From an optimization exercise on the open Yosys and OpenROAD flow, aimed at small area, a short achievable clock period and few clock cycles per item; shortcuts taken in it are not production practice. No functional check of the RTL was part of this run. No activity file was given, so power comes from the tool's default toggle rates.

## flow/constraint.sdc

```tcl
create_clock -name core_clock -period 10.0 [get_ports {clk}]
set_input_delay 2.0000 -clock core_clock [delete_from_list [all_inputs] [get_ports {clk}]]
set_output_delay 2.0000 -clock core_clock [all_outputs]
set_load 0.01 [all_outputs]
```

## flow/config.mk

```make
export PLATFORM = sky130hd
export DESIGN_NAME = complex_multiplier
export DESIGN_NICKNAME = complex_multiplier
export VERILOG_FILES = /design/flow/design.v
export SDC_FILE = /design/flow/constraint.sdc
export NUM_CORES = 4
export LEC_CHECK = 0
export CAP_MARGIN = 20
export CORE_MARGIN = 2
export CORE_UTILIZATION = 60
export SETUP_SLACK_MARGIN = 5
export SLEW_MARGIN = 20
export SYNTH_HIERARCHICAL = 1
export SYNTH_MINIMUM_KEEP_SIZE = 0
```

## flow/design.v

```verilog
`default_nettype none
`timescale 1ns / 1ps
module cm_mul (input wire [15:0] x, input wire [15:0] y,
               output wire [14:0] a, output wire [14:0] b, output wire cl, output wire sgn);
    wire pp0_0;
    wire pp0_1;
    wire pp0_2;
    wire pp0_3;
    wire pp0_4;
    wire pp0_5;
    wire pp0_6;
    wire pp0_7;
    wire pp0_8;
    wire pp0_9;
    wire pp0_10;
    wire pp0_11;
    wire pp0_12;
    wire pp0_13;
    wire pp0_14;
    wire pp0_15;
    wire pp1_0;
    wire pp1_1;
    wire pp1_2;
    wire pp1_3;
    wire pp1_4;
    wire pp1_5;
    wire pp1_6;
    wire pp1_7;
    wire pp1_8;
    wire pp1_9;
    wire pp1_10;
    wire pp1_11;
    wire pp1_12;
    wire pp1_13;
    wire pp1_14;
    wire pp1_15;
    wire pp2_0;
    wire pp2_1;
    wire pp2_2;
    wire pp2_3;
    wire pp2_4;
    wire pp2_5;
    wire pp2_6;
    wire pp2_7;
    wire pp2_8;
    wire pp2_9;
    wire pp2_10;
    wire pp2_11;
    wire pp2_12;
    wire pp2_13;
    wire pp2_14;
    wire pp2_15;
    wire pp3_0;
    wire pp3_1;
    wire pp3_2;
    wire pp3_3;
    wire pp3_4;
    wire pp3_5;
    wire pp3_6;
    wire pp3_7;
    wire pp3_8;
    wire pp3_9;
    wire pp3_10;
    wire pp3_11;
    wire pp3_12;
    wire pp3_13;
    wire pp3_14;
    wire pp3_15;
    wire pp4_0;
    wire pp4_1;
    wire pp4_2;
    wire pp4_3;
    wire pp4_4;
    wire pp4_5;
    wire pp4_6;
    wire pp4_7;
    wire pp4_8;
    wire pp4_9;
    wire pp4_10;
    wire pp4_11;
    wire pp4_12;
    wire pp4_13;
    wire pp4_14;
    wire pp4_15;
    wire pp5_0;
    wire pp5_1;
    wire pp5_2;
    wire pp5_3;
    wire pp5_4;
    wire pp5_5;
    wire pp5_6;
    wire pp5_7;
    wire pp5_8;
    wire pp5_9;
    wire pp5_10;
    wire pp5_11;
    wire pp5_12;
    wire pp5_13;
    wire pp5_14;
    wire pp5_15;
    wire pp6_0;
    wire pp6_1;
    wire pp6_2;
    wire pp6_3;
    wire pp6_4;
    wire pp6_5;
    wire pp6_6;
    wire pp6_7;
    wire pp6_8;
    wire pp6_9;
    wire pp6_10;
    wire pp6_11;
    wire pp6_12;
    wire pp6_13;
    wire pp6_14;
    wire pp6_15;
    wire pp7_0;
    wire pp7_1;
    wire pp7_2;
    wire pp7_3;
    wire pp7_4;
    wire pp7_5;
    wire pp7_6;
    wire pp7_7;
    wire pp7_8;
    wire pp7_9;
    wire pp7_10;
    wire pp7_11;
    wire pp7_12;
    wire pp7_13;
    wire pp7_14;
    wire pp7_15;
    wire pp8_0;
    wire pp8_1;
    wire pp8_2;
    wire pp8_3;
    wire pp8_4;
    wire pp8_5;
    wire pp8_6;
    wire pp8_7;
    wire pp8_8;
    wire pp8_9;
    wire pp8_10;
    wire pp8_11;
    wire pp8_12;
    wire pp8_13;
    wire pp8_14;
    wire pp8_15;
    wire pp9_0;
    wire pp9_1;
    wire pp9_2;
    wire pp9_3;
    wire pp9_4;
    wire pp9_5;
    wire pp9_6;
    wire pp9_7;
    wire pp9_8;
    wire pp9_9;
    wire pp9_10;
    wire pp9_11;
    wire pp9_12;
    wire pp9_13;
    wire pp9_14;
    wire pp9_15;
    wire pp10_0;
    wire pp10_1;
    wire pp10_2;
    wire pp10_3;
    wire pp10_4;
    wire pp10_5;
    wire pp10_6;
    wire pp10_7;
    wire pp10_8;
    wire pp10_9;
    wire pp10_10;
    wire pp10_11;
    wire pp10_12;
    wire pp10_13;
    wire pp10_14;
    wire pp10_15;
    wire pp11_0;
    wire pp11_1;
    wire pp11_2;
    wire pp11_3;
    wire pp11_4;
    wire pp11_5;
    wire pp11_6;
    wire pp11_7;
    wire pp11_8;
    wire pp11_9;
    wire pp11_10;
    wire pp11_11;
    wire pp11_12;
    wire pp11_13;
    wire pp11_14;
    wire pp11_15;
    wire pp12_0;
    wire pp12_1;
    wire pp12_2;
    wire pp12_3;
    wire pp12_4;
    wire pp12_5;
    wire pp12_6;
    wire pp12_7;
    wire pp12_8;
    wire pp12_9;
    wire pp12_10;
    wire pp12_11;
    wire pp12_12;
    wire pp12_13;
    wire pp12_14;
    wire pp12_15;
    wire pp13_0;
    wire pp13_1;
    wire pp13_2;
    wire pp13_3;
    wire pp13_4;
    wire pp13_5;
    wire pp13_6;
    wire pp13_7;
    wire pp13_8;
    wire pp13_9;
    wire pp13_10;
    wire pp13_11;
    wire pp13_12;
    wire pp13_13;
    wire pp13_14;
    wire pp14_0;
    wire pp14_1;
    wire pp14_2;
    wire pp14_3;
    wire pp14_4;
    wire pp14_5;
    wire pp14_6;
    wire pp14_7;
    wire pp14_8;
    wire pp14_9;
    wire pp14_10;
    wire pp14_11;
    wire pp14_12;
    wire pp14_13;
    wire pp15_0;
    wire pp15_1;
    wire pp15_2;
    wire pp15_3;
    wire pp15_4;
    wire pp15_5;
    wire pp15_6;
    wire pp15_7;
    wire pp15_8;
    wire pp15_9;
    wire pp15_10;
    wire pp15_11;
    wire pp15_12;
    wire s1;
    wire c2;
    wire s3;
    wire c4;
    wire s5;
    wire c6;
    wire s7;
    wire c8;
    wire s9;
    wire c10;
    wire s11;
    wire c12;
    wire s13;
    wire c14;
    wire s15;
    wire c16;
    wire s17;
    wire c18;
    wire s19;
    wire c20;
    wire s21;
    wire c22;
    wire s23;
    wire c24;
    wire s25;
    wire c26;
    wire s27;
    wire c28;
    wire s29;
    wire c30;
    wire s31;
    wire c32;
    wire s33;
    wire c34;
    wire s35;
    wire c36;
    wire s37;
    wire c38;
    wire s39;
    wire c40;
    wire s41;
    wire c42;
    wire s43;
    wire c44;
    wire s45;
    wire c46;
    wire s47;
    wire c48;
    wire s49;
    wire c50;
    wire s51;
    wire c52;
    wire s53;
    wire c54;
    wire s55;
    wire c56;
    wire s57;
    wire c58;
    wire s59;
    wire c60;
    wire s61;
    wire c62;
    wire s63;
    wire c64;
    wire s65;
    wire c66;
    wire s67;
    wire c68;
    wire s69;
    wire c70;
    wire s71;
    wire c72;
    wire s73;
    wire c74;
    wire s75;
    wire c76;
    wire s77;
    wire c78;
    wire s79;
    wire c80;
    wire s81;
    wire c82;
    wire s83;
    wire c84;
    wire s85;
    wire c86;
    wire s87;
    wire c88;
    wire s89;
    wire c90;
    wire s91;
    wire c92;
    wire s93;
    wire c94;
    wire s95;
    wire c96;
    wire s97;
    wire c98;
    wire s99;
    wire c100;
    wire s101;
    wire c102;
    wire s103;
    wire c104;
    wire s105;
    wire c106;
    wire s107;
    wire c108;
    wire s109;
    wire c110;
    wire s111;
    wire c112;
    wire s113;
    wire c114;
    wire s115;
    wire c116;
    wire s117;
    wire c118;
    wire s119;
    wire c120;
    wire s121;
    wire c122;
    wire s123;
    wire c124;
    wire s125;
    wire c126;
    wire s127;
    wire c128;
    wire s129;
    wire c130;
    wire s131;
    wire c132;
    wire s133;
    wire c134;
    wire s135;
    wire c136;
    wire s137;
    wire c138;
    wire s139;
    wire c140;
    wire s141;
    wire c142;
    wire s143;
    wire c144;
    wire s145;
    wire c146;
    wire s147;
    wire c148;
    wire s149;
    wire c150;
    wire s151;
    wire c152;
    wire s153;
    wire c154;
    wire s155;
    wire c156;
    wire s157;
    wire c158;
    wire s159;
    wire c160;
    wire s161;
    wire c162;
    wire s163;
    wire c164;
    wire s165;
    wire c166;
    wire s167;
    wire c168;
    wire s169;
    wire c170;
    wire s171;
    wire c172;
    wire s173;
    wire c174;
    wire s175;
    wire c176;
    wire s177;
    wire c178;
    wire s179;
    wire c180;
    wire s181;
    wire c182;
    wire s183;
    wire c184;
    wire s185;
    wire c186;
    wire s187;
    wire c188;
    wire s189;
    wire c190;
    wire s191;
    wire c192;
    wire s193;
    wire c194;
    wire s195;
    wire c196;
    wire s197;
    wire c198;
    wire s199;
    wire c200;
    wire s201;
    wire c202;
    wire s203;
    wire c204;
    wire s205;
    wire c206;
    wire s207;
    wire c208;
    wire s209;
    wire c210;
    wire s211;
    wire c212;
    wire s213;
    wire c214;
    wire s215;
    wire c216;
    wire s217;
    wire c218;
    wire s219;
    wire c220;
    wire s221;
    wire c222;
    wire s223;
    wire c224;
    wire s225;
    wire c226;
    wire s227;
    wire c228;
    wire s229;
    wire c230;
    wire s231;
    wire c232;
    wire s233;
    wire c234;
    wire s235;
    wire c236;
    wire s237;
    wire c238;
    wire s239;
    wire c240;
    wire s241;
    wire c242;
    wire s243;
    wire c244;
    wire s245;
    wire c246;
    wire s247;
    wire c248;
    wire s249;
    wire c250;
    wire s251;
    wire c252;
    wire s253;
    wire c254;
    wire s255;
    wire c256;
    wire s257;
    wire c258;
    wire s259;
    wire c260;
    wire s261;
    wire c262;
    wire s263;
    wire c264;
    wire s265;
    wire c266;
    wire s267;
    wire c268;
    wire s269;
    wire c270;
    wire s271;
    wire c272;
    wire s273;
    wire c274;
    wire s275;
    wire c276;
    wire s277;
    wire c278;
    wire s279;
    wire c280;
    wire s281;
    wire c282;
    wire s283;
    wire c284;
    wire s285;
    wire c286;
    wire s287;
    wire c288;
    wire s289;
    wire c290;
    wire s291;
    wire c292;
    wire s293;
    wire c294;
    wire s295;
    wire c296;
    wire s297;
    wire c298;
    wire s299;
    wire c300;
    wire s301;
    wire c302;
    wire s303;
    wire c304;
    wire s305;
    wire c306;
    wire s307;
    wire c308;
    wire s309;
    wire c310;
    wire s311;
    wire c312;
    wire s313;
    wire c314;
    wire s315;
    wire c316;
    wire s317;
    wire c318;
    wire s319;
    wire c320;
    wire s321;
    wire c322;
    wire s323;
    wire c324;
    wire s325;
    wire c326;
    wire s327;
    wire c328;
    wire s329;
    wire c330;
    wire s331;
    wire c332;
    wire s333;
    wire c334;
    wire s335;
    wire c336;
    wire s337;
    wire c338;
    wire s339;
    wire c340;
    wire s341;
    wire c342;
    wire s343;
    wire c344;
    wire s345;
    wire c346;
    wire s347;
    wire c348;
    wire s349;
    wire c350;
    wire s351;
    wire c352;
    wire s353;
    wire c354;
    wire s355;
    wire c356;
    wire s357;
    wire c358;
    wire s359;
    wire c360;
    wire s361;
    wire c362;
    wire s363;
    wire c364;
    wire s365;
    wire c366;
    wire s367;
    wire c368;
    wire s369;
    wire c370;
    wire s371;
    wire c372;
    wire s373;
    wire c374;
    wire s375;
    wire c376;
    wire s377;
    wire c378;
    wire s379;
    wire c380;
    wire s381;
    wire c382;
    wire s383;
    wire c384;
    wire s385;
    wire c386;
    wire s387;
    wire c388;
    wire s389;
    wire c390;
    wire s391;
    wire c392;
    wire s393;
    wire c394;
    wire s395;
    wire c396;
    wire s397;
    wire c398;
    wire s399;
    wire c400;
    wire s401;
    wire c402;
    wire s403;
    wire c404;
    wire s405;
    wire c406;
    wire s407;
    wire c408;
    wire s409;
    wire c410;
    wire s411;
    wire c412;
    wire s413;
    wire c414;
    assign pp0_0 = ~(x[0] & y[0]);
    assign pp0_1 = ~(x[0] & y[1]);
    assign pp0_2 = ~(x[0] & y[2]);
    assign pp0_3 = ~(x[0] & y[3]);
    assign pp0_4 = ~(x[0] & y[4]);
    assign pp0_5 = ~(x[0] & y[5]);
    assign pp0_6 = ~(x[0] & y[6]);
    assign pp0_7 = ~(x[0] & y[7]);
    assign pp0_8 = ~(x[0] & y[8]);
    assign pp0_9 = ~(x[0] & y[9]);
    assign pp0_10 = ~(x[0] & y[10]);
    assign pp0_11 = ~(x[0] & y[11]);
    assign pp0_12 = ~(x[0] & y[12]);
    assign pp0_13 = ~(x[0] & y[13]);
    assign pp0_14 = ~(x[0] & y[14]);
    assign pp0_15 = x[0] & y[15];
    assign pp1_0 = ~(x[1] & y[0]);
    assign pp1_1 = ~(x[1] & y[1]);
    assign pp1_2 = ~(x[1] & y[2]);
    assign pp1_3 = ~(x[1] & y[3]);
    assign pp1_4 = ~(x[1] & y[4]);
    assign pp1_5 = ~(x[1] & y[5]);
    assign pp1_6 = ~(x[1] & y[6]);
    assign pp1_7 = ~(x[1] & y[7]);
    assign pp1_8 = ~(x[1] & y[8]);
    assign pp1_9 = ~(x[1] & y[9]);
    assign pp1_10 = ~(x[1] & y[10]);
    assign pp1_11 = ~(x[1] & y[11]);
    assign pp1_12 = ~(x[1] & y[12]);
    assign pp1_13 = ~(x[1] & y[13]);
    assign pp1_14 = ~(x[1] & y[14]);
    assign pp1_15 = x[1] & y[15];
    assign pp2_0 = ~(x[2] & y[0]);
    assign pp2_1 = ~(x[2] & y[1]);
    assign pp2_2 = ~(x[2] & y[2]);
    assign pp2_3 = ~(x[2] & y[3]);
    assign pp2_4 = ~(x[2] & y[4]);
    assign pp2_5 = ~(x[2] & y[5]);
    assign pp2_6 = ~(x[2] & y[6]);
    assign pp2_7 = ~(x[2] & y[7]);
    assign pp2_8 = ~(x[2] & y[8]);
    assign pp2_9 = ~(x[2] & y[9]);
    assign pp2_10 = ~(x[2] & y[10]);
    assign pp2_11 = ~(x[2] & y[11]);
    assign pp2_12 = ~(x[2] & y[12]);
    assign pp2_13 = ~(x[2] & y[13]);
    assign pp2_14 = ~(x[2] & y[14]);
    assign pp2_15 = x[2] & y[15];
    assign pp3_0 = ~(x[3] & y[0]);
    assign pp3_1 = ~(x[3] & y[1]);
    assign pp3_2 = ~(x[3] & y[2]);
    assign pp3_3 = ~(x[3] & y[3]);
    assign pp3_4 = ~(x[3] & y[4]);
    assign pp3_5 = ~(x[3] & y[5]);
    assign pp3_6 = ~(x[3] & y[6]);
    assign pp3_7 = ~(x[3] & y[7]);
    assign pp3_8 = ~(x[3] & y[8]);
    assign pp3_9 = ~(x[3] & y[9]);
    assign pp3_10 = ~(x[3] & y[10]);
    assign pp3_11 = ~(x[3] & y[11]);
    assign pp3_12 = ~(x[3] & y[12]);
    assign pp3_13 = ~(x[3] & y[13]);
    assign pp3_14 = ~(x[3] & y[14]);
    assign pp3_15 = x[3] & y[15];
    assign pp4_0 = ~(x[4] & y[0]);
    assign pp4_1 = ~(x[4] & y[1]);
    assign pp4_2 = ~(x[4] & y[2]);
    assign pp4_3 = ~(x[4] & y[3]);
    assign pp4_4 = ~(x[4] & y[4]);
    assign pp4_5 = ~(x[4] & y[5]);
    assign pp4_6 = ~(x[4] & y[6]);
    assign pp4_7 = ~(x[4] & y[7]);
    assign pp4_8 = ~(x[4] & y[8]);
    assign pp4_9 = ~(x[4] & y[9]);
    assign pp4_10 = ~(x[4] & y[10]);
    assign pp4_11 = ~(x[4] & y[11]);
    assign pp4_12 = ~(x[4] & y[12]);
    assign pp4_13 = ~(x[4] & y[13]);
    assign pp4_14 = ~(x[4] & y[14]);
    assign pp4_15 = x[4] & y[15];
    assign pp5_0 = ~(x[5] & y[0]);
    assign pp5_1 = ~(x[5] & y[1]);
    assign pp5_2 = ~(x[5] & y[2]);
    assign pp5_3 = ~(x[5] & y[3]);
    assign pp5_4 = ~(x[5] & y[4]);
    assign pp5_5 = ~(x[5] & y[5]);
    assign pp5_6 = ~(x[5] & y[6]);
    assign pp5_7 = ~(x[5] & y[7]);
    assign pp5_8 = ~(x[5] & y[8]);
    assign pp5_9 = ~(x[5] & y[9]);
    assign pp5_10 = ~(x[5] & y[10]);
    assign pp5_11 = ~(x[5] & y[11]);
    assign pp5_12 = ~(x[5] & y[12]);
    assign pp5_13 = ~(x[5] & y[13]);
    assign pp5_14 = ~(x[5] & y[14]);
    assign pp5_15 = x[5] & y[15];
    assign pp6_0 = ~(x[6] & y[0]);
    assign pp6_1 = ~(x[6] & y[1]);
    assign pp6_2 = ~(x[6] & y[2]);
    assign pp6_3 = ~(x[6] & y[3]);
    assign pp6_4 = ~(x[6] & y[4]);
    assign pp6_5 = ~(x[6] & y[5]);
    assign pp6_6 = ~(x[6] & y[6]);
    assign pp6_7 = ~(x[6] & y[7]);
    assign pp6_8 = ~(x[6] & y[8]);
    assign pp6_9 = ~(x[6] & y[9]);
    assign pp6_10 = ~(x[6] & y[10]);
    assign pp6_11 = ~(x[6] & y[11]);
    assign pp6_12 = ~(x[6] & y[12]);
    assign pp6_13 = ~(x[6] & y[13]);
    assign pp6_14 = ~(x[6] & y[14]);
    assign pp6_15 = x[6] & y[15];
    assign pp7_0 = ~(x[7] & y[0]);
    assign pp7_1 = ~(x[7] & y[1]);
    assign pp7_2 = ~(x[7] & y[2]);
    assign pp7_3 = ~(x[7] & y[3]);
    assign pp7_4 = ~(x[7] & y[4]);
    assign pp7_5 = ~(x[7] & y[5]);
    assign pp7_6 = ~(x[7] & y[6]);
    assign pp7_7 = ~(x[7] & y[7]);
    assign pp7_8 = ~(x[7] & y[8]);
    assign pp7_9 = ~(x[7] & y[9]);
    assign pp7_10 = ~(x[7] & y[10]);
    assign pp7_11 = ~(x[7] & y[11]);
    assign pp7_12 = ~(x[7] & y[12]);
    assign pp7_13 = ~(x[7] & y[13]);
    assign pp7_14 = ~(x[7] & y[14]);
    assign pp7_15 = x[7] & y[15];
    assign pp8_0 = ~(x[8] & y[0]);
    assign pp8_1 = ~(x[8] & y[1]);
    assign pp8_2 = ~(x[8] & y[2]);
    assign pp8_3 = ~(x[8] & y[3]);
    assign pp8_4 = ~(x[8] & y[4]);
    assign pp8_5 = ~(x[8] & y[5]);
    assign pp8_6 = ~(x[8] & y[6]);
    assign pp8_7 = ~(x[8] & y[7]);
    assign pp8_8 = ~(x[8] & y[8]);
    assign pp8_9 = ~(x[8] & y[9]);
    assign pp8_10 = ~(x[8] & y[10]);
    assign pp8_11 = ~(x[8] & y[11]);
    assign pp8_12 = ~(x[8] & y[12]);
    assign pp8_13 = ~(x[8] & y[13]);
    assign pp8_14 = ~(x[8] & y[14]);
    assign pp8_15 = x[8] & y[15];
    assign pp9_0 = ~(x[9] & y[0]);
    assign pp9_1 = ~(x[9] & y[1]);
    assign pp9_2 = ~(x[9] & y[2]);
    assign pp9_3 = ~(x[9] & y[3]);
    assign pp9_4 = ~(x[9] & y[4]);
    assign pp9_5 = ~(x[9] & y[5]);
    assign pp9_6 = ~(x[9] & y[6]);
    assign pp9_7 = ~(x[9] & y[7]);
    assign pp9_8 = ~(x[9] & y[8]);
    assign pp9_9 = ~(x[9] & y[9]);
    assign pp9_10 = ~(x[9] & y[10]);
    assign pp9_11 = ~(x[9] & y[11]);
    assign pp9_12 = ~(x[9] & y[12]);
    assign pp9_13 = ~(x[9] & y[13]);
    assign pp9_14 = ~(x[9] & y[14]);
    assign pp9_15 = x[9] & y[15];
    assign pp10_0 = ~(x[10] & y[0]);
    assign pp10_1 = ~(x[10] & y[1]);
    assign pp10_2 = ~(x[10] & y[2]);
    assign pp10_3 = ~(x[10] & y[3]);
    assign pp10_4 = ~(x[10] & y[4]);
    assign pp10_5 = ~(x[10] & y[5]);
    assign pp10_6 = ~(x[10] & y[6]);
    assign pp10_7 = ~(x[10] & y[7]);
    assign pp10_8 = ~(x[10] & y[8]);
    assign pp10_9 = ~(x[10] & y[9]);
    assign pp10_10 = ~(x[10] & y[10]);
    assign pp10_11 = ~(x[10] & y[11]);
    assign pp10_12 = ~(x[10] & y[12]);
    assign pp10_13 = ~(x[10] & y[13]);
    assign pp10_14 = ~(x[10] & y[14]);
    assign pp10_15 = x[10] & y[15];
    assign pp11_0 = ~(x[11] & y[0]);
    assign pp11_1 = ~(x[11] & y[1]);
    assign pp11_2 = ~(x[11] & y[2]);
    assign pp11_3 = ~(x[11] & y[3]);
    assign pp11_4 = ~(x[11] & y[4]);
    assign pp11_5 = ~(x[11] & y[5]);
    assign pp11_6 = ~(x[11] & y[6]);
    assign pp11_7 = ~(x[11] & y[7]);
    assign pp11_8 = ~(x[11] & y[8]);
    assign pp11_9 = ~(x[11] & y[9]);
    assign pp11_10 = ~(x[11] & y[10]);
    assign pp11_11 = ~(x[11] & y[11]);
    assign pp11_12 = ~(x[11] & y[12]);
    assign pp11_13 = ~(x[11] & y[13]);
    assign pp11_14 = ~(x[11] & y[14]);
    assign pp11_15 = x[11] & y[15];
    assign pp12_0 = ~(x[12] & y[0]);
    assign pp12_1 = ~(x[12] & y[1]);
    assign pp12_2 = ~(x[12] & y[2]);
    assign pp12_3 = ~(x[12] & y[3]);
    assign pp12_4 = ~(x[12] & y[4]);
    assign pp12_5 = ~(x[12] & y[5]);
    assign pp12_6 = ~(x[12] & y[6]);
    assign pp12_7 = ~(x[12] & y[7]);
    assign pp12_8 = ~(x[12] & y[8]);
    assign pp12_9 = ~(x[12] & y[9]);
    assign pp12_10 = ~(x[12] & y[10]);
    assign pp12_11 = ~(x[12] & y[11]);
    assign pp12_12 = ~(x[12] & y[12]);
    assign pp12_13 = ~(x[12] & y[13]);
    assign pp12_14 = ~(x[12] & y[14]);
    assign pp12_15 = x[12] & y[15];
    assign pp13_0 = ~(x[13] & y[0]);
    assign pp13_1 = ~(x[13] & y[1]);
    assign pp13_2 = ~(x[13] & y[2]);
    assign pp13_3 = ~(x[13] & y[3]);
    assign pp13_4 = ~(x[13] & y[4]);
    assign pp13_5 = ~(x[13] & y[5]);
    assign pp13_6 = ~(x[13] & y[6]);
    assign pp13_7 = ~(x[13] & y[7]);
    assign pp13_8 = ~(x[13] & y[8]);
    assign pp13_9 = ~(x[13] & y[9]);
    assign pp13_10 = ~(x[13] & y[10]);
    assign pp13_11 = ~(x[13] & y[11]);
    assign pp13_12 = ~(x[13] & y[12]);
    assign pp13_13 = ~(x[13] & y[13]);
    assign pp13_14 = ~(x[13] & y[14]);
    assign pp14_0 = ~(x[14] & y[0]);
    assign pp14_1 = ~(x[14] & y[1]);
    assign pp14_2 = ~(x[14] & y[2]);
    assign pp14_3 = ~(x[14] & y[3]);
    assign pp14_4 = ~(x[14] & y[4]);
    assign pp14_5 = ~(x[14] & y[5]);
    assign pp14_6 = ~(x[14] & y[6]);
    assign pp14_7 = ~(x[14] & y[7]);
    assign pp14_8 = ~(x[14] & y[8]);
    assign pp14_9 = ~(x[14] & y[9]);
    assign pp14_10 = ~(x[14] & y[10]);
    assign pp14_11 = ~(x[14] & y[11]);
    assign pp14_12 = ~(x[14] & y[12]);
    assign pp14_13 = ~(x[14] & y[13]);
    assign pp15_0 = x[15] & y[0];
    assign pp15_1 = x[15] & y[1];
    assign pp15_2 = x[15] & y[2];
    assign pp15_3 = x[15] & y[3];
    assign pp15_4 = x[15] & y[4];
    assign pp15_5 = x[15] & y[5];
    assign pp15_6 = x[15] & y[6];
    assign pp15_7 = x[15] & y[7];
    assign pp15_8 = x[15] & y[8];
    assign pp15_9 = x[15] & y[9];
    assign pp15_10 = x[15] & y[10];
    assign pp15_11 = x[15] & y[11];
    assign pp15_12 = x[15] & y[12];
    cm_hai u_s1 (.an(pp0_13), .bn(pp1_12), .sn(s1), .con(c2));
    cm_fa u_s3 (.a(pp0_14), .b(pp1_13), .ci(pp2_12), .s(s3), .co(c4));
    cm_hai u_s5 (.an(pp3_11), .bn(pp4_10), .sn(s5), .con(c6));
    cm_fa u_s7 (.a(pp0_15), .b(pp1_14), .ci(pp2_13), .s(s7), .co(c8));
    cm_fa u_s9 (.a(pp3_12), .b(pp4_11), .ci(pp5_10), .s(s9), .co(c10));
    cm_hai u_s11 (.an(pp6_9), .bn(pp7_8), .sn(s11), .con(c12));
    cm_fa u_s13 (.a(pp1_15), .b(pp2_14), .ci(pp3_13), .s(s13), .co(c14));
    cm_fa u_s15 (.a(pp4_12), .b(pp5_11), .ci(pp6_10), .s(s15), .co(c16));
    cm_fa u_s17 (.a(pp7_9), .b(pp8_8), .ci(pp9_7), .s(s17), .co(c18));
    cm_fa u_s19 (.a(pp2_15), .b(pp3_14), .ci(pp4_13), .s(s19), .co(c20));
    cm_fa u_s21 (.a(pp5_12), .b(pp6_11), .ci(pp7_10), .s(s21), .co(c22));
    cm_fa u_s23 (.a(pp3_15), .b(pp4_14), .ci(pp5_13), .s(s23), .co(c24));
    cm_hai u_s25 (.an(pp0_9), .bn(pp1_8), .sn(s25), .con(c26));
    cm_fa u_s27 (.a(pp0_10), .b(pp1_9), .ci(pp2_8), .s(s27), .co(c28));
    cm_hai u_s29 (.an(pp3_7), .bn(pp4_6), .sn(s29), .con(c30));
    cm_fa u_s31 (.a(pp0_11), .b(pp1_10), .ci(pp2_9), .s(s31), .co(c32));
    cm_fa u_s33 (.a(pp3_8), .b(pp4_7), .ci(pp5_6), .s(s33), .co(c34));
    cm_hai u_s35 (.an(pp6_5), .bn(pp7_4), .sn(s35), .con(c36));
    cm_fa u_s37 (.a(pp0_12), .b(pp1_11), .ci(pp2_10), .s(s37), .co(c38));
    cm_fa u_s39 (.a(pp3_9), .b(pp4_8), .ci(pp5_7), .s(s39), .co(c40));
    cm_fa u_s41 (.a(pp6_6), .b(pp7_5), .ci(pp8_4), .s(s41), .co(c42));
    cm_hai u_s43 (.an(pp9_3), .bn(pp10_2), .sn(s43), .con(c44));
    cm_fa u_s45 (.a(s1), .b(pp2_11), .ci(pp3_10), .s(s45), .co(c46));
    cm_fa u_s47 (.a(pp4_9), .b(pp5_8), .ci(pp6_7), .s(s47), .co(c48));
    cm_fa u_s49 (.a(pp7_6), .b(pp8_5), .ci(pp9_4), .s(s49), .co(c50));
    cm_fa u_s51 (.a(pp10_3), .b(pp11_2), .ci(pp12_1), .s(s51), .co(c52));
    cm_fa u_s53 (.a(s3), .b(s5), .ci(pp5_9), .s(s53), .co(c54));
    cm_fa u_s55 (.a(pp6_8), .b(pp7_7), .ci(pp8_6), .s(s55), .co(c56));
    cm_fa u_s57 (.a(pp9_5), .b(pp10_4), .ci(pp11_3), .s(s57), .co(c58));
    cm_fa u_s59 (.a(pp12_2), .b(pp13_1), .ci(pp14_0), .s(s59), .co(c60));
    cm_fa u_s61 (.a(s7), .b(s9), .ci(s11), .s(s61), .co(c62));
    cm_fa u_s63 (.a(pp8_7), .b(pp9_6), .ci(pp10_5), .s(s63), .co(c64));
    cm_fa u_s65 (.a(pp11_4), .b(pp12_3), .ci(pp13_2), .s(s65), .co(c66));
    cm_fa u_s67 (.a(pp14_1), .b(pp15_0), .ci(c4), .s(s67), .co(c68));
    cm_fa u_s69 (.a(s13), .b(s15), .ci(s17), .s(s69), .co(c70));
    cm_fa u_s71 (.a(pp10_6), .b(pp11_5), .ci(pp12_4), .s(s71), .co(c72));
    cm_fa u_s73 (.a(pp13_3), .b(pp14_2), .ci(pp15_1), .s(s73), .co(c74));
    assign s75 = c8 ^ c10;
    assign c76 = c8 & c10;
    cm_fa u_s77 (.a(s19), .b(s21), .ci(pp8_9), .s(s77), .co(c78));
    cm_fa u_s79 (.a(pp9_8), .b(pp10_7), .ci(pp11_6), .s(s79), .co(c80));
    cm_fa u_s81 (.a(pp12_5), .b(pp13_4), .ci(pp14_3), .s(s81), .co(c82));
    cm_fa u_s83 (.a(pp15_2), .b(c14), .ci(c16), .s(s83), .co(c84));
    cm_fa u_s85 (.a(s23), .b(pp6_12), .ci(pp7_11), .s(s85), .co(c86));
    cm_fa u_s87 (.a(pp8_10), .b(pp9_9), .ci(pp10_8), .s(s87), .co(c88));
    cm_fa u_s89 (.a(pp11_7), .b(pp12_6), .ci(pp13_5), .s(s89), .co(c90));
    cm_fa u_s91 (.a(pp14_4), .b(pp15_3), .ci(c20), .s(s91), .co(c92));
    cm_fa u_s93 (.a(pp4_15), .b(pp5_14), .ci(pp6_13), .s(s93), .co(c94));
    cm_fa u_s95 (.a(pp7_12), .b(pp8_11), .ci(pp9_10), .s(s95), .co(c96));
    cm_fa u_s97 (.a(pp10_9), .b(pp11_8), .ci(pp12_7), .s(s97), .co(c98));
    cm_fa u_s99 (.a(pp13_6), .b(pp14_5), .ci(pp15_4), .s(s99), .co(c100));
    cm_fa u_s101 (.a(pp5_15), .b(pp6_14), .ci(pp7_13), .s(s101), .co(c102));
    cm_fa u_s103 (.a(pp8_12), .b(pp9_11), .ci(pp10_10), .s(s103), .co(c104));
    cm_fa u_s105 (.a(pp11_9), .b(pp12_8), .ci(pp13_7), .s(s105), .co(c106));
    cm_fa u_s107 (.a(pp6_15), .b(pp7_14), .ci(pp8_13), .s(s107), .co(c108));
    cm_fa u_s109 (.a(pp9_12), .b(pp10_11), .ci(pp11_10), .s(s109), .co(c110));
    cm_fa u_s111 (.a(pp7_15), .b(pp8_14), .ci(pp9_13), .s(s111), .co(c112));
    cm_hai u_s113 (.an(pp0_6), .bn(pp1_5), .sn(s113), .con(c114));
    cm_fa u_s115 (.a(pp0_7), .b(pp1_6), .ci(pp2_5), .s(s115), .co(c116));
    cm_hai u_s117 (.an(pp3_4), .bn(pp4_3), .sn(s117), .con(c118));
    cm_fa u_s119 (.a(pp0_8), .b(pp1_7), .ci(pp2_6), .s(s119), .co(c120));
    cm_fa u_s121 (.a(pp3_5), .b(pp4_4), .ci(pp5_3), .s(s121), .co(c122));
    cm_hai u_s123 (.an(pp6_2), .bn(pp7_1), .sn(s123), .con(c124));
    cm_fa u_s125 (.a(s25), .b(pp2_7), .ci(pp3_6), .s(s125), .co(c126));
    cm_fa u_s127 (.a(pp4_5), .b(pp5_4), .ci(pp6_3), .s(s127), .co(c128));
    cm_fa u_s129 (.a(pp7_2), .b(pp8_1), .ci(pp9_0), .s(s129), .co(c130));
    cm_fa u_s131 (.a(s27), .b(s29), .ci(pp5_5), .s(s131), .co(c132));
    cm_fa u_s133 (.a(pp6_4), .b(pp7_3), .ci(pp8_2), .s(s133), .co(c134));
    cm_fa u_s135 (.a(pp9_1), .b(pp10_0), .ci(c26), .s(s135), .co(c136));
    cm_fa u_s137 (.a(s31), .b(s33), .ci(s35), .s(s137), .co(c138));
    cm_fa u_s139 (.a(pp8_3), .b(pp9_2), .ci(pp10_1), .s(s139), .co(c140));
    cm_fa u_s141 (.a(pp11_0), .b(c28), .ci(c30), .s(s141), .co(c142));
    cm_fa u_s143 (.a(s37), .b(s39), .ci(s41), .s(s143), .co(c144));
    cm_fa u_s145 (.a(s43), .b(pp11_1), .ci(pp12_0), .s(s145), .co(c146));
    cm_fa u_s147 (.a(c32), .b(c34), .ci(c36), .s(s147), .co(c148));
    cm_fa u_s149 (.a(s45), .b(s47), .ci(s49), .s(s149), .co(c150));
    cm_fa u_s151 (.a(s51), .b(pp13_0), .ci(c38), .s(s151), .co(c152));
    cm_fa u_s153 (.a(c40), .b(c42), .ci(c44), .s(s153), .co(c154));
    cm_fa u_s155 (.a(s53), .b(s55), .ci(s57), .s(s155), .co(c156));
    cm_fa u_s157 (.a(s59), .b(c2), .ci(c46), .s(s157), .co(c158));
    cm_fa u_s159 (.a(c48), .b(c50), .ci(c52), .s(s159), .co(c160));
    cm_fa u_s161 (.a(s61), .b(s63), .ci(s65), .s(s161), .co(c162));
    cm_fa u_s163 (.a(s67), .b(c6), .ci(c54), .s(s163), .co(c164));
    cm_fa u_s165 (.a(c56), .b(c58), .ci(c60), .s(s165), .co(c166));
    cm_fa u_s167 (.a(s69), .b(s71), .ci(s73), .s(s167), .co(c168));
    cm_fa u_s169 (.a(s75), .b(c12), .ci(c62), .s(s169), .co(c170));
    cm_fa u_s171 (.a(c64), .b(c66), .ci(c68), .s(s171), .co(c172));
    cm_fa u_s173 (.a(s77), .b(s79), .ci(s81), .s(s173), .co(c174));
    cm_fa u_s175 (.a(s83), .b(c18), .ci(c70), .s(s175), .co(c176));
    cm_fa u_s177 (.a(c72), .b(c74), .ci(c76), .s(s177), .co(c178));
    cm_fa u_s179 (.a(s85), .b(s87), .ci(s89), .s(s179), .co(c180));
    cm_fa u_s181 (.a(s91), .b(c22), .ci(c78), .s(s181), .co(c182));
    cm_fa u_s183 (.a(c80), .b(c82), .ci(c84), .s(s183), .co(c184));
    cm_fa u_s185 (.a(s93), .b(s95), .ci(s97), .s(s185), .co(c186));
    cm_fa u_s187 (.a(s99), .b(c24), .ci(c86), .s(s187), .co(c188));
    cm_fa u_s189 (.a(c88), .b(c90), .ci(c92), .s(s189), .co(c190));
    cm_fa u_s191 (.a(s101), .b(s103), .ci(s105), .s(s191), .co(c192));
    cm_fa u_s193 (.a(pp14_6), .b(pp15_5), .ci(c94), .s(s193), .co(c194));
    cm_fa u_s195 (.a(c96), .b(c98), .ci(c100), .s(s195), .co(c196));
    cm_fa u_s197 (.a(s107), .b(s109), .ci(pp12_9), .s(s197), .co(c198));
    cm_fa u_s199 (.a(pp13_8), .b(pp14_7), .ci(pp15_6), .s(s199), .co(c200));
    cm_fa u_s201 (.a(c102), .b(c104), .ci(c106), .s(s201), .co(c202));
    cm_fa u_s203 (.a(s111), .b(pp10_12), .ci(pp11_11), .s(s203), .co(c204));
    cm_fa u_s205 (.a(pp12_10), .b(pp13_9), .ci(pp14_8), .s(s205), .co(c206));
    cm_fa u_s207 (.a(pp15_7), .b(c108), .ci(c110), .s(s207), .co(c208));
    cm_fa u_s209 (.a(pp8_15), .b(pp9_14), .ci(pp10_13), .s(s209), .co(c210));
    cm_fa u_s211 (.a(pp11_12), .b(pp12_11), .ci(pp13_10), .s(s211), .co(c212));
    cm_fa u_s213 (.a(pp14_9), .b(pp15_8), .ci(c112), .s(s213), .co(c214));
    cm_fa u_s215 (.a(pp9_15), .b(pp10_14), .ci(pp11_13), .s(s215), .co(c216));
    cm_fa u_s217 (.a(pp12_12), .b(pp13_11), .ci(pp14_10), .s(s217), .co(c218));
    cm_fa u_s219 (.a(pp10_15), .b(pp11_14), .ci(pp12_13), .s(s219), .co(c220));
    cm_hai u_s221 (.an(pp0_4), .bn(pp1_3), .sn(s221), .con(c222));
    cm_fa u_s223 (.a(pp0_5), .b(pp1_4), .ci(pp2_3), .s(s223), .co(c224));
    cm_hai u_s225 (.an(pp3_2), .bn(pp4_1), .sn(s225), .con(c226));
    cm_fa u_s227 (.a(s113), .b(pp2_4), .ci(pp3_3), .s(s227), .co(c228));
    cm_fa u_s229 (.a(pp4_2), .b(pp5_1), .ci(pp6_0), .s(s229), .co(c230));
    cm_fa u_s231 (.a(s115), .b(s117), .ci(pp5_2), .s(s231), .co(c232));
    cm_fa u_s233 (.a(pp6_1), .b(pp7_0), .ci(c114), .s(s233), .co(c234));
    cm_fa u_s235 (.a(s119), .b(s121), .ci(s123), .s(s235), .co(c236));
    cm_fa u_s237 (.a(pp8_0), .b(c116), .ci(c118), .s(s237), .co(c238));
    cm_fa u_s239 (.a(s125), .b(s127), .ci(s129), .s(s239), .co(c240));
    cm_fa u_s241 (.a(c120), .b(c122), .ci(c124), .s(s241), .co(c242));
    cm_fa u_s243 (.a(s131), .b(s133), .ci(s135), .s(s243), .co(c244));
    cm_fa u_s245 (.a(c126), .b(c128), .ci(c130), .s(s245), .co(c246));
    cm_fa u_s247 (.a(s137), .b(s139), .ci(s141), .s(s247), .co(c248));
    cm_fa u_s249 (.a(c132), .b(c134), .ci(c136), .s(s249), .co(c250));
    cm_fa u_s251 (.a(s143), .b(s145), .ci(s147), .s(s251), .co(c252));
    cm_fa u_s253 (.a(c138), .b(c140), .ci(c142), .s(s253), .co(c254));
    cm_fa u_s255 (.a(s149), .b(s151), .ci(s153), .s(s255), .co(c256));
    cm_fa u_s257 (.a(c144), .b(c146), .ci(c148), .s(s257), .co(c258));
    cm_fa u_s259 (.a(s155), .b(s157), .ci(s159), .s(s259), .co(c260));
    cm_fa u_s261 (.a(c150), .b(c152), .ci(c154), .s(s261), .co(c262));
    cm_fa u_s263 (.a(s161), .b(s163), .ci(s165), .s(s263), .co(c264));
    cm_fa u_s265 (.a(c156), .b(c158), .ci(c160), .s(s265), .co(c266));
    cm_fa u_s267 (.a(s167), .b(s169), .ci(s171), .s(s267), .co(c268));
    cm_fa u_s269 (.a(c162), .b(c164), .ci(c166), .s(s269), .co(c270));
    cm_fa u_s271 (.a(s173), .b(s175), .ci(s177), .s(s271), .co(c272));
    cm_fa u_s273 (.a(c168), .b(c170), .ci(c172), .s(s273), .co(c274));
    cm_fa u_s275 (.a(s179), .b(s181), .ci(s183), .s(s275), .co(c276));
    cm_fa u_s277 (.a(c174), .b(c176), .ci(c178), .s(s277), .co(c278));
    cm_fa u_s279 (.a(s185), .b(s187), .ci(s189), .s(s279), .co(c280));
    cm_fa u_s281 (.a(c180), .b(c182), .ci(c184), .s(s281), .co(c282));
    cm_fa u_s283 (.a(s191), .b(s193), .ci(s195), .s(s283), .co(c284));
    cm_fa u_s285 (.a(c186), .b(c188), .ci(c190), .s(s285), .co(c286));
    cm_fa u_s287 (.a(s197), .b(s199), .ci(s201), .s(s287), .co(c288));
    cm_fa u_s289 (.a(c192), .b(c194), .ci(c196), .s(s289), .co(c290));
    cm_fa u_s291 (.a(s203), .b(s205), .ci(s207), .s(s291), .co(c292));
    cm_fa u_s293 (.a(c198), .b(c200), .ci(c202), .s(s293), .co(c294));
    cm_fa u_s295 (.a(s209), .b(s211), .ci(s213), .s(s295), .co(c296));
    cm_fa u_s297 (.a(c204), .b(c206), .ci(c208), .s(s297), .co(c298));
    cm_fa u_s299 (.a(s215), .b(s217), .ci(pp15_9), .s(s299), .co(c300));
    cm_fa u_s301 (.a(c210), .b(c212), .ci(c214), .s(s301), .co(c302));
    cm_fa u_s303 (.a(s219), .b(pp13_12), .ci(pp14_11), .s(s303), .co(c304));
    cm_fa u_s305 (.a(pp15_10), .b(c216), .ci(c218), .s(s305), .co(c306));
    cm_fa u_s307 (.a(pp11_15), .b(pp12_14), .ci(pp13_13), .s(s307), .co(c308));
    cm_fa u_s309 (.a(pp14_12), .b(pp15_11), .ci(c220), .s(s309), .co(c310));
    cm_fa u_s311 (.a(pp12_15), .b(pp13_14), .ci(pp14_13), .s(s311), .co(c312));
    cm_hai u_s313 (.an(pp0_3), .bn(pp1_2), .sn(s313), .con(c314));
    cm_fa u_s315 (.a(s221), .b(pp2_2), .ci(pp3_1), .s(s315), .co(c316));
    cm_fa u_s317 (.a(s223), .b(s225), .ci(pp5_0), .s(s317), .co(c318));
    cm_fa u_s319 (.a(s227), .b(s229), .ci(c224), .s(s319), .co(c320));
    cm_fa u_s321 (.a(s231), .b(s233), .ci(c228), .s(s321), .co(c322));
    cm_fa u_s323 (.a(s235), .b(s237), .ci(c232), .s(s323), .co(c324));
    cm_fa u_s325 (.a(s239), .b(s241), .ci(c236), .s(s325), .co(c326));
    cm_fa u_s327 (.a(s243), .b(s245), .ci(c240), .s(s327), .co(c328));
    cm_fa u_s329 (.a(s247), .b(s249), .ci(c244), .s(s329), .co(c330));
    cm_fa u_s331 (.a(s251), .b(s253), .ci(c248), .s(s331), .co(c332));
    cm_fa u_s333 (.a(s255), .b(s257), .ci(c252), .s(s333), .co(c334));
    cm_fa u_s335 (.a(s259), .b(s261), .ci(c256), .s(s335), .co(c336));
    cm_fa u_s337 (.a(s263), .b(s265), .ci(c260), .s(s337), .co(c338));
    cm_fa u_s339 (.a(s267), .b(s269), .ci(c264), .s(s339), .co(c340));
    cm_fa u_s341 (.a(s271), .b(s273), .ci(c268), .s(s341), .co(c342));
    cm_fa u_s343 (.a(s275), .b(s277), .ci(c272), .s(s343), .co(c344));
    cm_fa u_s345 (.a(s279), .b(s281), .ci(c276), .s(s345), .co(c346));
    cm_fa u_s347 (.a(s283), .b(s285), .ci(c280), .s(s347), .co(c348));
    cm_fa u_s349 (.a(s287), .b(s289), .ci(c284), .s(s349), .co(c350));
    cm_fa u_s351 (.a(s291), .b(s293), .ci(c288), .s(s351), .co(c352));
    cm_fa u_s353 (.a(s295), .b(s297), .ci(c292), .s(s353), .co(c354));
    cm_fa u_s355 (.a(s299), .b(s301), .ci(c296), .s(s355), .co(c356));
    cm_fa u_s357 (.a(s303), .b(s305), .ci(c300), .s(s357), .co(c358));
    cm_fa u_s359 (.a(s307), .b(s309), .ci(c304), .s(s359), .co(c360));
    cm_fa u_s361 (.a(s311), .b(pp15_12), .ci(c308), .s(s361), .co(c362));
    cm_hai u_s363 (.an(pp0_2), .bn(pp1_1), .sn(s363), .con(c364));
    cm_fa u_s365 (.a(s313), .b(pp2_1), .ci(pp3_0), .s(s365), .co(c366));
    cm_fa u_s367 (.a(s315), .b(pp4_0), .ci(c314), .s(s367), .co(c368));
    cm_fa u_s369 (.a(s317), .b(c222), .ci(c316), .s(s369), .co(c370));
    cm_fa u_s371 (.a(s319), .b(c226), .ci(c318), .s(s371), .co(c372));
    cm_fa u_s373 (.a(s321), .b(c230), .ci(c320), .s(s373), .co(c374));
    cm_fa u_s375 (.a(s323), .b(c234), .ci(c322), .s(s375), .co(c376));
    cm_fa u_s377 (.a(s325), .b(c238), .ci(c324), .s(s377), .co(c378));
    cm_fa u_s379 (.a(s327), .b(c242), .ci(c326), .s(s379), .co(c380));
    cm_fa u_s381 (.a(s329), .b(c246), .ci(c328), .s(s381), .co(c382));
    cm_fa u_s383 (.a(s331), .b(c250), .ci(c330), .s(s383), .co(c384));
    cm_fa u_s385 (.a(s333), .b(c254), .ci(c332), .s(s385), .co(c386));
    cm_fa u_s387 (.a(s335), .b(c258), .ci(c334), .s(s387), .co(c388));
    cm_fa u_s389 (.a(s337), .b(c262), .ci(c336), .s(s389), .co(c390));
    cm_fa u_s391 (.a(s339), .b(c266), .ci(c338), .s(s391), .co(c392));
    cm_fa u_s393 (.a(s341), .b(c270), .ci(c340), .s(s393), .co(c394));
    cm_fa u_s395 (.a(s343), .b(c274), .ci(c342), .s(s395), .co(c396));
    cm_fa u_s397 (.a(s345), .b(c278), .ci(c344), .s(s397), .co(c398));
    cm_fa u_s399 (.a(s347), .b(c282), .ci(c346), .s(s399), .co(c400));
    cm_fa u_s401 (.a(s349), .b(c286), .ci(c348), .s(s401), .co(c402));
    cm_fa u_s403 (.a(s351), .b(c290), .ci(c350), .s(s403), .co(c404));
    cm_fa u_s405 (.a(s353), .b(c294), .ci(c352), .s(s405), .co(c406));
    cm_fa u_s407 (.a(s355), .b(c298), .ci(c354), .s(s407), .co(c408));
    cm_fa u_s409 (.a(s357), .b(c302), .ci(c356), .s(s409), .co(c410));
    cm_fa u_s411 (.a(s359), .b(c306), .ci(c358), .s(s411), .co(c412));
    cm_fa u_s413 (.a(s361), .b(c310), .ci(c360), .s(s413), .co(c414));
    wire [27:0] ra = {s413, s411, s409, s407, s405, s403, s401, s399, s397, s395, s393, s391, s389, s387, s385, s383, s381, s379, s377, s375, s373, s371, s369, s367, s365, s363, pp0_1, pp0_0};
    wire [27:0] rb = {c412, c410, c408, c406, c404, c402, c400, c398, c396, c394, c392, c390, c388, c386, c384, c382, c380, c378, c376, c374, c372, c370, c368, c366, c364, pp2_0, pp1_0, 1'b1};
    wire [27:0] nsum = ra + rb + 1'b1;
    wire [27:0] sum = ~nsum;
    wire [13:0] lo = ra[12:0] + rb[12:0] + 1'b1;
    assign cl = lo[13];
    assign a = ra[27:13];
    assign b = rb[27:13];
    assign sgn = (x[15] ^ y[15]) & (|x) & (|y);
endmodule
module cm_fa (input wire a, input wire b, input wire ci, output wire s, output wire co);
    assign s = a ^ b ^ ci;
    assign co = (a & b) | (a & ci) | (b & ci);
endmodule
module cm_ha (input wire a, input wire b, output wire s, output wire co);
    assign s = a ^ b;
    assign co = a & b;
endmodule
module cm_hai (input wire an, input wire bn, output wire sn, output wire con);
    assign sn = ~(an ^ bn);
    assign con = an | bn;
endmodule
`default_nettype none
`timescale 1ns / 1ps
module complex_multiplier
#(
    parameter INTEGER_WIDTH = 3,
    parameter FRACTIONAL_WIDTH = 13
)
(
    input  wire                                          clk,
    input  wire                                          rst_n,
    input  wire                                          input_a_tvalid,
    output wire                                          input_a_tready,
    input  wire [2*(INTEGER_WIDTH+FRACTIONAL_WIDTH)-1:0] input_a_tdata,
    input  wire                                          input_b_tvalid,
    output wire                                          input_b_tready,
    input  wire [2*(INTEGER_WIDTH+FRACTIONAL_WIDTH)-1:0] input_b_tdata,
    output reg                                           output_prod_tvalid,
    input  wire                                          output_prod_tready,
    output wire [2*(INTEGER_WIDTH+FRACTIONAL_WIDTH)-1:0] output_prod_tdata
);
    reg         v0, v1, q1v;
    reg  [15:0] ar, ai, br, bi;
    reg  [31:0] q0, q1;
    wire take = output_prod_tready;                     
    wire en1  = ~v1 | ~q1v | take;                      
    wire en0  = ~v0 | en1;
    wire rdy  = ~(v0 & v1 & q1v);
    assign input_a_tready = rdy;
    assign input_b_tready = rdy;
    assign output_prod_tdata = q0;
    wire fire = input_a_tvalid & input_b_tvalid & rdy;
    wire mv1  = v1 & en1;                               
    always @(posedge clk) begin
        if (!rst_n) begin
            v0 <= 1'b0;
            v1 <= 1'b0;
            output_prod_tvalid <= 1'b0;
            q1v <= 1'b0;
        end else begin
            if (en0) v0 <= fire;
            if (en1) v1 <= v0;
            if (~output_prod_tvalid | take)
                output_prod_tvalid <= q1v | mv1;
            if (q1v) begin
                if (take) q1v <= mv1;
            end else begin
                q1v <= mv1 & output_prod_tvalid & ~take;
            end
        end
    end
    wire [14:0] m_a0, m_a1, m_a2, m_a3;
    wire [14:0] m_b0, m_b1, m_b2, m_b3;
    wire [3:0]  m_c, m_s;
    reg  [14:0] c_a0, c_a1, c_a2, c_a3;
    reg  [14:0] c_b0, c_b1, c_b2, c_b3;
    reg  [3:0]  c_c, c_s;
    cm_mul mul_rr1 (.x(ar), .y(br), .a(m_a0), .b(m_b0), .cl(m_c[0]), .sgn(m_s[0]));
    cm_mul mul_rr2 (.x(ai), .y(bi), .a(m_a1), .b(m_b1), .cl(m_c[1]), .sgn(m_s[1]));
    cm_mul mul_ri1 (.x(ar), .y(bi), .a(m_a2), .b(m_b2), .cl(m_c[2]), .sgn(m_s[2]));
    cm_mul mul_ri2 (.x(ai), .y(br), .a(m_a3), .b(m_b3), .cl(m_c[3]), .sgn(m_s[3]));
    wire [14:0] g0 = c_a0 + c_b0 + c_c[0];
    wire [14:0] g1 = c_a1 + c_b1 + c_c[1];
    wire [14:0] g2 = c_a2 + c_b2 + c_c[2];
    wire [14:0] g3 = c_a3 + c_b3 + c_c[3];
    wire [15:0] d_re = {1'b0, g1} - {1'b0, g0};
    wire [15:0] s_im = {1'b0, g2} + {1'b0, g3} + 16'd1;
    wire [15:0] prod_real = {d_re[15] ^ c_s[0] ^ c_s[1], d_re[14:0]};
    wire [15:0] prod_imag = {~s_im[15] ^ c_s[2] ^ c_s[3], ~s_im[14:0]};
    always @(posedge clk) begin
        if (en0) begin
            ar <= input_a_tdata[15:0];
            ai <= input_a_tdata[31:16];
            br <= input_b_tdata[15:0];
            bi <= input_b_tdata[31:16];
        end
        if (en1) begin
            c_a0 <= m_a0;
            c_a1 <= m_a1;
            c_a2 <= m_a2;
            c_a3 <= m_a3;
            c_b0 <= m_b0;
            c_b1 <= m_b1;
            c_b2 <= m_b2;
            c_b3 <= m_b3;
            c_c <= m_c;
            c_s <= m_s;
        end
        if (~output_prod_tvalid | take)
            q0 <= q1v ? q1 : {prod_imag, prod_real};
        if (~q1v | take)
            q1 <= {prod_imag, prod_real};
    end
endmodule
```

## flow/run.sh

```bash
#!/bin/bash
# synth_recipe.tcl (not shown) runs the flow's synth.tcl, then flattens the netlist and writes it again
# the make line also repeats each setting of config.mk as NAME=value (left out here)
make -C /OpenROAD-flow-scripts/flow DESIGN_CONFIG=/design/flow/config.mk WORK_HOME=/design/flow/orfs CLKGATE_MAP_FILE= SYNTH_SCRIPT=/design/flow/synth_recipe.tcl finish
```

==> run notes <==
## Yosys stat by module, one instance, submodules excluded
module,cells inside,copies in the design,flops+latches,cell area (um2)
cm_fa,1,768,0,20.02
cm_hai,5,56,0,27.53
cm_mul,374,4,0,1772
complex_multiplier,926,1,260,12610
## area by class of cell
class | count | area (um2) | area share
Tap cell | 782 | 978.4 | 0.02541
Clock buffer | 39 | 879.6 | 0.02284
Clock inverter | 21 | 241.5 | 0.006272
Antenna cell | 1 | 2.502 | 0.00006499
Timing Repair Buffer | 181 | 1644 | 0.04270
Inverter | 266 | 998.5 | 0.02593
Sequential cell | 260 | 7767 | 0.2017
Multi-Input combinational cell | 2575 | 25990 | 0.6750
## cells in the mapped netlist, drive strengths merged, types with 4 or more instances
master,count,area (um2)
a221oi,4,35.03
and4,4,35.03
or2,5,31.28
nand2,918,3446
inv,266,998.5
a21o,27,202.7
and3,24,150.1
o21ai,53,269.0
clkbuf,234,879.6
xor2,26,227.7
o211ai,6,45.04
a211o,7,61.31
o21bai,7,52.55
fa,778,15570
nand3,16,80.08
or3,8,50.05
o31a,7,61.31
ha,186,2327
nor3,25,125.1
a31oi,5,31.28
mux2,22,251.5
nand4,18,112.6
o21a,23,172.7
o31ai,9,77.57
a21boi,6,45.04
nor2b,11,68.82
a41o,4,40.04
nand2b,11,68.82
edfxtp,256,7687
a211oi,21,167.7
nor2,54,202.7
nor4,42,287.8
buf,135,983.4
and2,108,675.7
a21oi,65,325.3
xnor2,40,350.3
a221o,5,50.05
dfxtp,4,80.08
## worst max-delay path: cells and delay by family, from the launching register on
kind            cells  cell delay, ns
flops               1            0.33
simple gates        1            0.19
fa+ha+maj           6            2.98
buf+inv             1            0.53
compound gates      4            0.56
## state kept, by name, indices dropped and copies added (netlist names), 16 cells and up
signal  cells
q0         32
q1         32
ai         16
ar         16
bi         16
br         16
## worst max path at each step
stage	endpoint	slack [ns]	cells past startpoint
finish	c_c[1]$_DFFE_PP_	5.13	12
CTS	c_c[3]$_DFFE_PP_	5.07	11
global placement	c_c[0]$_DFFE_PP_	5.07	12
global route	c_c[1]$_DFFE_PP_	5.00	12
detailed placement	c_c[0]$_DFFE_PP_	4.98	12
floorplan	c_a0[0]$_DFFE_PP_	3.69	1
## through the flow
step	area, um2	hold WS [ns]
2_1_floorplan	36610	0.4356
3_3_place_gp	37280	0.4545
3_5_place_dp	37280	0.4551
4_1_cts	38410	0.4711
5_1_grt	38500	0.5144
6_report	38500	0.4695
## logic make-up (layout without fill, tap and decap cells)
family / Yosys count / after routing
mux: 23 / 23
fa+ha+maj: 964 / 964
simple gates: 1253 / 1253
buf+inv: 635 / 507
xor+xnor: 66 / 66
other cells: 0 / 1
compound gates: 269 / 269
flops: 260 / 260
## power by group through the flow
stage,clock network (uW),registers [uW],logic [uW]
6_report,1260,2690,11900
5_1_grt,1320,2730,13300
4_1_cts,1280,2700,11800
3_5_place_dp,0,2730,11700
3_3_place_gp,0,2720,11400
2_1_floorplan,0,2700,9900
## per-layer routing
layer	track usage	vias to the layer above	part of all wire
met4	0.1182	0	0.038
met3	0.09702	255	0.12
met5	0	-	0
met1	0.4776	12974	0.40
li1	-	10601	-
met2	0.5119	1523	0.44
## layout by cell type, fill, tap and decap left out, types with 6 or more instances in the layout
master	count
nor2b_1	11
and2_1	108
nor4_1	38
o31ai_1	7
and3_1	24
xnor2_1	40
buf_4	75
a21boi_0	6
ha_1	186
nand2b_1	11
a21oi_1	65
o211ai_1	6
o21a_1	23
clkbuf_16	34
or3_1	8
xor2_1	26
inv_1	266
a21o_1	27
o21ai_1	6
a211o_1	7
nand2_1	918
a211oi_1	19
fa_1	778
nand3_1	16
o21ai_0	46
o31a_1	7
clkdlybuf4s50_1	103
nor2_1	54
o21bai_1	7
nor3_1	25
nand4_1	18
mux2_2	21
edfxtp_1	256
## what timing repair did
action	4_1_cts	5_1_grt
pin swaps	0	0
hold buffers	0	0
setup buffers	1	6
gates resized for setup	0	3
setup endpoints to repair	1	5
==> flow_metrics.py <==
metrics = {
    "sta": {
        "rsz0062_at_grt": "false",
        "worst_clock_skew_ns": 0.03276,
        "tns_ns": 0,
        "maxSlewHeadroom": 0.2557,
        "hold_viol_final": 0,
        "fin_crit_sh": 0.4871,
        "worst_pin_slew_ns": 1.116,
        "max_freq_mhz": 205.3,
        "finalSetupViolCount": 0,
        "fin_crit_ns": 4.871,
        "setup_slack_ns": 5.129,
        "slew_viol_final": 0,
    },
    "worst_setup_path": {
        "slowest_delay_ns": 0.56,
        "required_ns": 10.30,
        "critPathLaunch": "ai[1]$_DFFE_PP_",
        "reg2regPathDepth": 12,
        "worstPathCellList": "buf_4 > nand2_1 > fa_1 > fa_1 > fa_1 > fa_1 > fa_1 > ha_1 > a21o_1 > a21o_1 > a21oi_1 > o21ai_1",
        "rr_endpoint": "c_c[1]$_DFFE_PP_",
        "cpMostUsedCell": "fa_1",
        "crit_fanout": 34,
        "cp-start-kind": "flip-flop",
        "end_kind": "flip-flop",
        "cp.arrival_ns": 5.17,
        "slowest_stage": "fa_1",
        "critPathKind": "flip-flop to flip-flop",
        "rr_startpoint": "ai[1]$_DFFE_PP_",
        "r2r_setup_slack_ns": 5.13,
    },
    "clocking": {
        "clock_latency_ns": 0.56,
        "clock_sinks": 260,
        "cts_tree": "done",
        "clk_pin_slew_ns": 0.06,
        "cts_buffers": 34,
        "cts_max_level": 2,
        "cts_buffer_depth": 3,
        "clock-root-buffer": "clkbuf_16",
    },
    "route": {
        "vias": 25353,
        "avgRoutedWirePerCell_um": 24.63,
        "first_pass_iters": 7,
        "drt-vias-per-instance": 6.146,
        "finalWirelength_mm": 101.6,
        "drtIter0Drc": 2124,
        "drc": 0,
        "antenna_left": 0,
    },
    "floorplanning": {
        "fp.dieW_um": 251.0,
        "core_mm2": 0.06036,
        "fp.dieH_um": 251.0,
        "ios": 104,
        "start_util": 0.6065,
        "row_count": 90,
        "dieArea_mm2": 0.06301,
    },
    "power_and_ir_drop": {
        "power.total_uw": 15800,
        "p_int_uw": 8490,
        "pwr-share-comb": 0.750,
        "peakVddDrop_v": 0.0003681,
        "power_leakage_uw": 0.01515,
        "pwr-share-seq": 0.170,
        "swShare": 0.4627,
        "p_per_area_mw_per_mm2": 410.4,
        "clock_power_share": 0.080,
        "p_sw_uw": 7313,
    },
    "yosys": {
        "synthSimpleGateAreaFrac": 0.1477,
        "synth-xor-area-share": 0.01579,
        "syn_area_mm2": 0.03661,
        "synth_compound_area_frac": 0.05004,
        "synthesis.nets": 4503,
        "yosysSeqAreaShare": 0.2122,
        "ys_ff_latch": 260,
        "synth_adder_area_share": 0.4890,
        "synthMuxAreaShare": 0.007143,
        "synth_top_family_by_area": "adder cells",
        "ys_types": 70,
        "synthArstFlopShare": 0,
        "synth-main-ff-cell": "edfxtp_1",
        "syn-instance-count": 3470,
        "synth_edf_count": 256,
        "ys.warnings.count": 7,
        "syn_avg_cell_area_um2": 10.55,
    },
    "worst_hold_path": {
        "worstHoldStart": "v0$_SDFFE_PN0P_",
        "min_path_type": "flip-flop to flip-flop",
        "worst_hold_path.num_cells": 2,
        "min_to": "v1$_SDFFE_PN0P_",
    },
    "global_route": {
        "grt_max_degree": 72,
        "grt_pass1_vias": 28118,
        "grt_usage": 0.3397,
        "antenna_found_initial": 1,
        "overflow": 0,
        "grt_pass1_wl_mm": 161.8,
    },
    "place": {
        "dp_slack_ns": 4.977,
        "port_buffers": 103,
        "hpwl_mm": 68.73,
        "place_congestion": 0.8879,
        "placed_cells": 4056,
    },
    "cells_and_area": {
        "fin_util": 0.6379,
        "num-nets-final": 4351,
        "area_growth_pct": 5.175,
        "drive_gt1_frac": 0.05027,
        "fillers": 4782,
        "finalNonFillerCells": 4125,
    },
    "flow_run": {
        "maxCapViolations": 0,
    },
    "outcome": {
        "status": "complete, no violations",
    },
}

what the ideal ports hide:
Ports are ideal in the flow. The routed layout listed here was re-timed in OpenROAD. Step 1: set_driving_cell puts a clkbuf_16 on clk and a buf_2 on each other input, an assumption about the parent block. Step 2 moves the port delays by t, midway between the first and last clock arrival at a register: inputs arrive t later, outputs are due t later. That takes back most of the time a late clock gives input paths. Slacks: ideal / step 1 / step 2; pairs: ideal / step 1.
t (ns): 0.614
setup WS [ns]: 5.129 / 5.129 / 5.129
worst hold slack (ns): 0.470 / 0.470 / 0.470
After both steps setup and hold are still met in this run. For this run, drivers alone change the setup slack by 0.000 ns; drivers and shift together by 0.000 ns.
